This is an optimization exercise on Yosys and OpenROAD, whose aim is small area, not a production implementation.
In this exercise RTL edits were held to simulation tests only and were not proved equivalent to the original.
Power is estimated from default activity; no workload was simulated.

==> flow/design.v <==
`timescale 1ns/1ps
module adc9826_cfg (
    input             clk,
    input             rst_n,
    output            cfg_done_o,
    input             cfg_start_in,
    input      [8:0]  cfg_data_in,
    input             cfg_wr_in,
    input      [2:0]  cfg_addr_in,
    input             cfg_rd_in,
    output reg [8:0]  cfg_rd_data_o,
    output reg        cfg_rd_valid_o,
    input             sdata_i,
    output            sdata_o,
    output            tri_en,
    output            sload_o
);
reg [8:0] ram [0:7];
always @(posedge clk) begin
    if (cfg_wr_in) ram[cfg_addr_in] <= cfg_data_in;
    cfg_rd_data_o  <= ram[cfg_addr_in];
    cfg_rd_valid_o <= cfg_rd_in;
end
reg  [3:0] cs;
reg        cfg_start;
wire       e_idle = ~cs[3];
wire       e_wr   = cs[3] & ~cs[2];
wire       e_rd   = cs[3] & cs[2];
wire [2:0] addr   = {cs[1] & cs[0], cs[1] & ~cs[0], cs[0]};
wire [8:0] entry  = cs[1] ? (cs[0] ? ram[5] : ram[2]) : (cs[0] ? ram[1] : ram[0]);
localparam S_IDLE  = 3'b000,    
           S_IDLEW = 3'b010,    
           S_IDLER = 3'b011,    
           S_WR    = 3'b100,
           S_RDC   = 3'b101,
           S_RDD   = 3'b110,
           S_END   = 3'b111;
reg  [2:0]  st;
reg  [3:0]  cnt;
reg  [1:0]  code;       
reg  [8:0]  sh;         
wire ready    = ~st[2];
wire done     = (st == S_IDLEW);
wire rd_valid = st[1] & st[0];
wire match    = (sh == entry);
wire step = e_idle ? (~cfg_start & cfg_start_in & ready) :
            e_wr   ? done : (rd_valid & match);
always @(posedge clk) begin
    cfg_start <= cfg_start_in;
    if (~rst_n) cs <= 4'd0;
    else if (step) cs <= e_idle ? 4'b1000 : cs + 1'b1;
end
assign cfg_done_o = &cs;
wire cnt_nz = |cnt;
wire cnt9   = (st == S_RDD) & cnt[3] & cnt[0];
wire cmd    = (st == S_WR || st == S_RDC);
wire cmd_sh = cmd & cnt_nz;
always @(posedge clk) begin
    if (~rst_n) begin
        st <= S_IDLE;
    end else begin
        case (st)
            S_WR:    if (cnt == 4'hf) st <= S_IDLEW;
            S_RDC:   if (cnt == 4'h7) st <= S_RDD;
            S_RDD:   if (cnt9) st <= S_END;
            S_END:   st <= S_IDLER;
            default: st <= e_wr ? S_WR : e_rd ? S_RDC : S_IDLE;
        endcase
    end
end
always @(posedge clk) begin
    if (ready | (st == S_RDC && cnt == 4'h7) | cnt9) cnt <= 4'd0;
    else cnt <= cnt + 1'b1;
end
always @(posedge clk) begin
    if (ready) begin
        code <= cs[1:0];
        sh   <= {entry[8] & e_wr, entry[7:0]};
    end else if ((st == S_WR & cnt[3]) | ((st == S_RDD) & ~cnt9)) begin
        sh   <= {sh[7:0], sdata_i};
    end
end
reg hdr;
always @* begin
    case (cnt[2:0])
        3'd1:    hdr = st[0];                  
        3'd2:    hdr = code[1] & code[0];
        3'd3:    hdr = code[1] & ~code[0];
        3'd4:    hdr = code[0];
        default: hdr = 1'b0;
    endcase
end
assign sdata_o = (cmd & ~cnt[3]) ? hdr : sh[8];
assign tri_en  = ~(cmd_sh | (st == S_IDLEW) | ((st == S_RDD) & ~cnt_nz));
assign sload_o = ~(cmd_sh | (st == S_IDLEW) | ((st == S_RDD) & ~cnt9));
endmodule
`timescale 1ns/1ps
module adc9826 (
    input             clk,
    input             rst_n,
    input      [7:0]  adc_data_in,       
    input      [7:0]  adc_data_fall_in,  
    output            adc_oeb,
    input             adc_start_in,
    output reg        adc_done_out,
    output     [12:0] ram_addr_o,
    output     [31:0] ram_data_o,        
    output            ram_wr_o
);
reg  [9:0]  cnt;
reg         tail;           
reg  [2:0]  caps;           
reg  [7:0]  r1, r2, r3;     
reg  [7:0]  f1, f2, f3, f4; 
wire idle = (cnt == 10'd0);
wire last = &cnt;
always @(posedge clk) begin
    if (~rst_n) cnt <= 10'd0;
    else if (idle) cnt <= adc_start_in ? 10'd506 : 10'd0;
    else cnt <= cnt + 1'b1;
    adc_done_out <= last;
    tail <= adc_done_out;
end
assign ram_wr_o = (cnt[9] & cnt[0] & (|cnt[8:1])) | tail;
always @(posedge clk) begin
    if (~rst_n) caps <= 3'd0;
    else if (tail) caps <= caps + 1'b1;
end
wire [7:0] idx = tail ? 8'hff : cnt[8:1] - 1'b1;
always @(posedge clk) begin
    r1 <= adc_data_in;
    if (~adc_done_out) r2 <= r1;
    r3 <= r2;
    f1 <= cnt[9] ? adc_data_fall_in : 8'h00;
    f2 <= f1;
    f3 <= f2;
    f4 <= f3;
end
assign adc_oeb    = 1'b0;
assign ram_addr_o = {caps, idx, 2'b00};
assign ram_data_o = {f4, r3, f3, r2};
endmodule
`timescale 1ns/1ps
module g11620 (
    input             clk,
    input             rst_n,
    output reg        reset_o,
    input             ad_sp,
    input             start_in,
    input             soft_reset_in,
    output reg        done_o,
    output            cfg_ram_rd_o,
    output [7:0]      cfg_ram_addr_o,
    input  [31:0]     cfg_ram_din
);
localparam IDLE  = 3'd0,
           GET_I = 3'd1,
           GET_C = 3'd2,
           INTEG = 3'd3,
           NOP   = 3'd4,
           DATA  = 3'd5,
           BLANK = 3'd6,
           DONE  = 3'd7;
reg [2:0]  state;
reg        start_r;
reg [31:0] integ;     
reg [31:0] frames;    
reg        borrow;    
reg        nz;        
reg [31:0] cnt;
wire s_idle  = (state == IDLE);
wire s_integ = (state == INTEG);
wire s_data  = (state == DATA);
wire s_blank = (state == BLANK);
wire s_done  = (state == DONE);
wire integ_end = (&cnt[31:1]) & ~cnt[0];
wire data_end  = cnt[9];
wire blank_end = cnt[4] & cnt[3];
wire done_end  = cnt[5] & cnt[0];
wire last_frame = ~nz;
wire fbit = frames[0] ^ borrow;
wire enter_integ = (state == GET_C) | (s_blank & blank_end & ~last_frame);
wire cnt_run = (s_integ & ~integ_end) | (s_data & ~data_end) |
               (s_blank & ~blank_end) | s_done;
always @(posedge clk) begin
    start_r <= start_in;
    if (enter_integ) cnt <= ~integ;
    else cnt <= cnt_run ? cnt + 1'b1 : 32'd1;
    if (state == GET_I) integ <= cfg_ram_din;
    if (state == GET_C) frames <= cfg_ram_din;
    else if (s_data) frames <= {fbit, frames[31:1]};
    borrow <= ~s_data | (borrow & ~frames[0] & ~cnt[5]);
    nz <= (s_data & fbit) | ((s_data | s_blank) & nz);
    done_o <= s_done;
end
always @(posedge clk) begin
    if (~rst_n) begin
        state <= IDLE;
        reset_o <= 1'b0;
    end else begin
        reset_o <= s_integ;
        case (state)
            IDLE:  if (start_in & ~start_r) state <= GET_I;
            GET_I: state <= GET_C;
            GET_C: state <= INTEG;
            INTEG: if (soft_reset_in) state <= IDLE;
                   else if (integ_end) state <= NOP;
            NOP:   if (ad_sp) state <= DATA;
                   else if (soft_reset_in) state <= IDLE;
            DATA:  if (soft_reset_in) state <= IDLE;
                   else if (data_end) state <= BLANK;
            BLANK: if (soft_reset_in) state <= IDLE;
                   else if (blank_end) state <= last_frame ? DONE : INTEG;
            DONE:  if (done_end) state <= IDLE;
        endcase
    end
end
assign cfg_ram_rd_o   = (state[2:1] == 2'b00);
assign cfg_ram_addr_o = {4'b0000, state[0], ~state[0], 2'b00};
endmodule
`timescale 1ns/1ps
module data_gen (
    input             clk,
    input             rst_n,
    input             data_gen_in,
    input      [7:0]  data_gen_num_in,
    output     [31:0] data_gen_o,
    output            data_gen_valid_o
);
reg        data_gen_r, data_gen_p;
reg [7:0]  num;
reg        run;
reg        valid;
reg [29:0] word;      
wire [7:0] steps = {~word[7], word[6], word[5:0]};
always @(posedge clk) begin
    data_gen_r <= data_gen_in;
    data_gen_p <= ~data_gen_r & data_gen_in;
    if (data_gen_p) num <= data_gen_num_in;
end
always @(posedge clk) begin
    if (~rst_n) begin
        run <= 1'b0;
        valid <= 1'b0;
    end else begin
        valid <= run;
        if (run) begin
            if (steps == num) run <= 1'b0;
        end else begin
            run <= data_gen_p;
        end
    end
    if (run) word <= word + 30'h01010101;
    else word <= 30'h00004080;    
end
assign data_gen_o       = {word, 2'b11};
assign data_gen_valid_o = valid;
endmodule
`timescale 1ns/1ps
module fbga_pl (
    input           clk,
    input           rst_n,
    input           g11620_start_in,
    input           g11620_soft_reset_in,
    input           ad_sp_in,
    output          g11620_reset_o,
    output          g11620_done_o,
    output          param_ram_rd_o,
    output [7:0]    param_ram_addr_o,
    input  [31:0]   param_ram_din,
    input           adc_start_in,
    input  [7:0]    adc_data_rise_in,
    input  [7:0]    adc_data_fall_in,
    output          adc_oeb_o,
    output          adc_done_o,
    input           data_source_in,
    input           pldata_gen_in,
    input  [7:0]    pldata_gen_num_in,
    output [12:0]   pldata_ram_addr_o,
    output [31:0]   pldata_ram_din_o,
    output          pldata_ram_wr_o,
    input           cfg_start_in,
    input  [8:0]    cfg_data_in,
    input           cfg_wr_in,
    input  [2:0]    cfg_addr_in,
    input           cfg_rd_in,
    output [8:0]    cfg_rd_data_o,
    output          cfg_rd_valid_o,
    output          cfg_done_o,
    input           sdata_i,
    output          sdata_o,
    output          tri_en_o,
    output          sload_o
);
wire [12:0]  ad9826_ram_addr;
wire [31:0]  ad9826_ram_dout;
wire         ad9826_ram_wr;
wire [31:0]  pldata_gen;
wire         pldata_gen_valid;
reg  [7:0]   pldata_gen_addr;    
g11620 g11620_inst (
    .clk            (clk),
    .rst_n          (rst_n),
    .reset_o        (g11620_reset_o),
    .ad_sp          (ad_sp_in),
    .start_in       (g11620_start_in),
    .soft_reset_in  (g11620_soft_reset_in),
    .done_o         (g11620_done_o),
    .cfg_ram_rd_o   (param_ram_rd_o),
    .cfg_ram_addr_o (param_ram_addr_o),
    .cfg_ram_din    (param_ram_din)
);
adc9826 adc9826_inst (
    .clk             (clk),
    .rst_n           (rst_n),
    .adc_data_in     (adc_data_rise_in),
    .adc_data_fall_in(adc_data_fall_in),
    .adc_oeb         (adc_oeb_o),
    .adc_start_in    (ad_sp_in | adc_start_in),
    .adc_done_out    (adc_done_o),
    .ram_addr_o      (ad9826_ram_addr),
    .ram_data_o      (ad9826_ram_dout),
    .ram_wr_o        (ad9826_ram_wr)
);
adc9826_cfg adc9826_cfg_inst (
    .clk           (clk),
    .rst_n         (rst_n),
    .cfg_done_o    (cfg_done_o),
    .cfg_start_in  (cfg_start_in),
    .cfg_data_in   (cfg_data_in),
    .cfg_wr_in     (cfg_wr_in),
    .cfg_addr_in   (cfg_addr_in),
    .cfg_rd_in     (cfg_rd_in),
    .cfg_rd_data_o (cfg_rd_data_o),
    .cfg_rd_valid_o(cfg_rd_valid_o),
    .sdata_i       (sdata_i),
    .sdata_o       (sdata_o),
    .tri_en        (tri_en_o),
    .sload_o       (sload_o)
);
data_gen pldata_gen_inst (
    .clk             (clk),
    .rst_n           (rst_n),
    .data_gen_in     (pldata_gen_in),
    .data_gen_num_in (pldata_gen_num_in),
    .data_gen_o      (pldata_gen),
    .data_gen_valid_o(pldata_gen_valid)
);
always @(posedge clk) begin
    if (~rst_n) pldata_gen_addr <= 8'h0;
    else if (pldata_gen_valid) pldata_gen_addr <= pldata_gen_addr + 1'b1;
end
assign pldata_ram_din_o  = data_source_in ? pldata_gen : ad9826_ram_dout;
assign pldata_ram_wr_o   = data_source_in ? pldata_gen_valid : ad9826_ram_wr;
assign pldata_ram_addr_o = data_source_in ? {3'h0, pldata_gen_addr, 2'b00} : ad9826_ram_addr;
endmodule
export LEC_CHECK = 0
export CAP_MARGIN = 20
export CORE_AREA = 2.3 2.72 221.26 220.32
export CTS_BUF_LIST = sky130_fd_sc_hd__clkbuf_8
export CTS_CLUSTER_DIAMETER = 80
export CTS_CLUSTER_SIZE = 15
export DIE_AREA = 0 0 223.465 223.465
export SLEW_MARGIN = 20
create_clock -name core_clock -period 10.0 [get_ports {clk}]
run.sh (not shown) runs the stock make flow with config.mk's settings and CLKGATE_MAP_FILE= SYNTH_SCRIPT=/design/flow/synth_recipe.tcl, a recipe that flattens the netlist after the stock synthesis.
Then changed:
--- a/flow/design.v
+++ b/flow/design.v
@@ -110,5 +110,5 @@
 reg  [9:0]  cnt;
 reg         tail;           
-reg  [2:0]  caps;           
+reg  [10:0] waddr;          
 reg  [7:0]  r1, r2, r3;     
 reg  [7:0]  f1, f2, f3, f4; 
@@ -124,8 +124,7 @@
 assign ram_wr_o = (cnt[9] & cnt[0] & (|cnt[8:1])) | tail;
 always @(posedge clk) begin
-    if (~rst_n) caps <= 3'd0;
-    else if (tail) caps <= caps + 1'b1;
+    if (~rst_n) waddr <= 11'd0;
+    else if (ram_wr_o) waddr <= waddr + 1'b1;
 end
-wire [7:0] idx = tail ? 8'hff : cnt[8:1] - 1'b1;
 always @(posedge clk) begin
     r1 <= adc_data_in;
@@ -138,5 +137,5 @@
 end
 assign adc_oeb    = 1'b0;
-assign ram_addr_o = {caps, idx, 2'b00};
+assign ram_addr_o = {waddr, 2'b00};
 assign ram_data_o = {f4, r3, f3, r2};
 endmodule
The new run finished with timing, DRC and antenna clean.
Utilization rises by 0.20 points.
Non-clock buffer count stays the same.
Setup slack improves by 0.19 ns.
Global-route usage rises by 0.29 points.
Routed wire length rises by about 3%.
Area after synthesis rises by about 1.1%.
Final cell count rises by about 0.4%.
Critical path depth falls by 2.
Clock power barely changes.
Sequential share of layout area rises by 0.69 points.
Via count rises by about 1.5%.
Fmax rises by about 3.3%.
Combinational power falls by about 20%.

==> afterwards: timing with drivers on the ports <==
How much do the figures lean on ideal ports? The routed layouts below were timed once more, with nothing changed but the port constraints. Step 1: set_driving_cell puts a clkbuf_16 on clk and a buf_2 on each other input, an assumption about the parent block. Step 2 adds t to the input delays and takes it off the output delays; t is the mean of the earliest and latest rising clock arrival at the registers after step 1. Input paths then give back, and output paths get back, about the clock's delay inside the block. Slacks: ideal / step 1 / step 2; pairs: ideal / step 1.
run	t, ns	setup slack, ns	worst hold slack (ns)	latest minus earliest clock arrival (ns)
the first run	0.649	4.125 / 4.094 / 4.094	0.325 / 0.325 / 0.325	0.080 / 0.081
the second run	0.651	4.314 / 4.288 / 4.288	0.327 / 0.327 / 0.327	0.032 / 0.032
After both steps setup and hold are still met in every run listed. The setup slack of the first run, which loses most, moves by -0.031 ns with the drivers and by -0.031 ns with both steps.
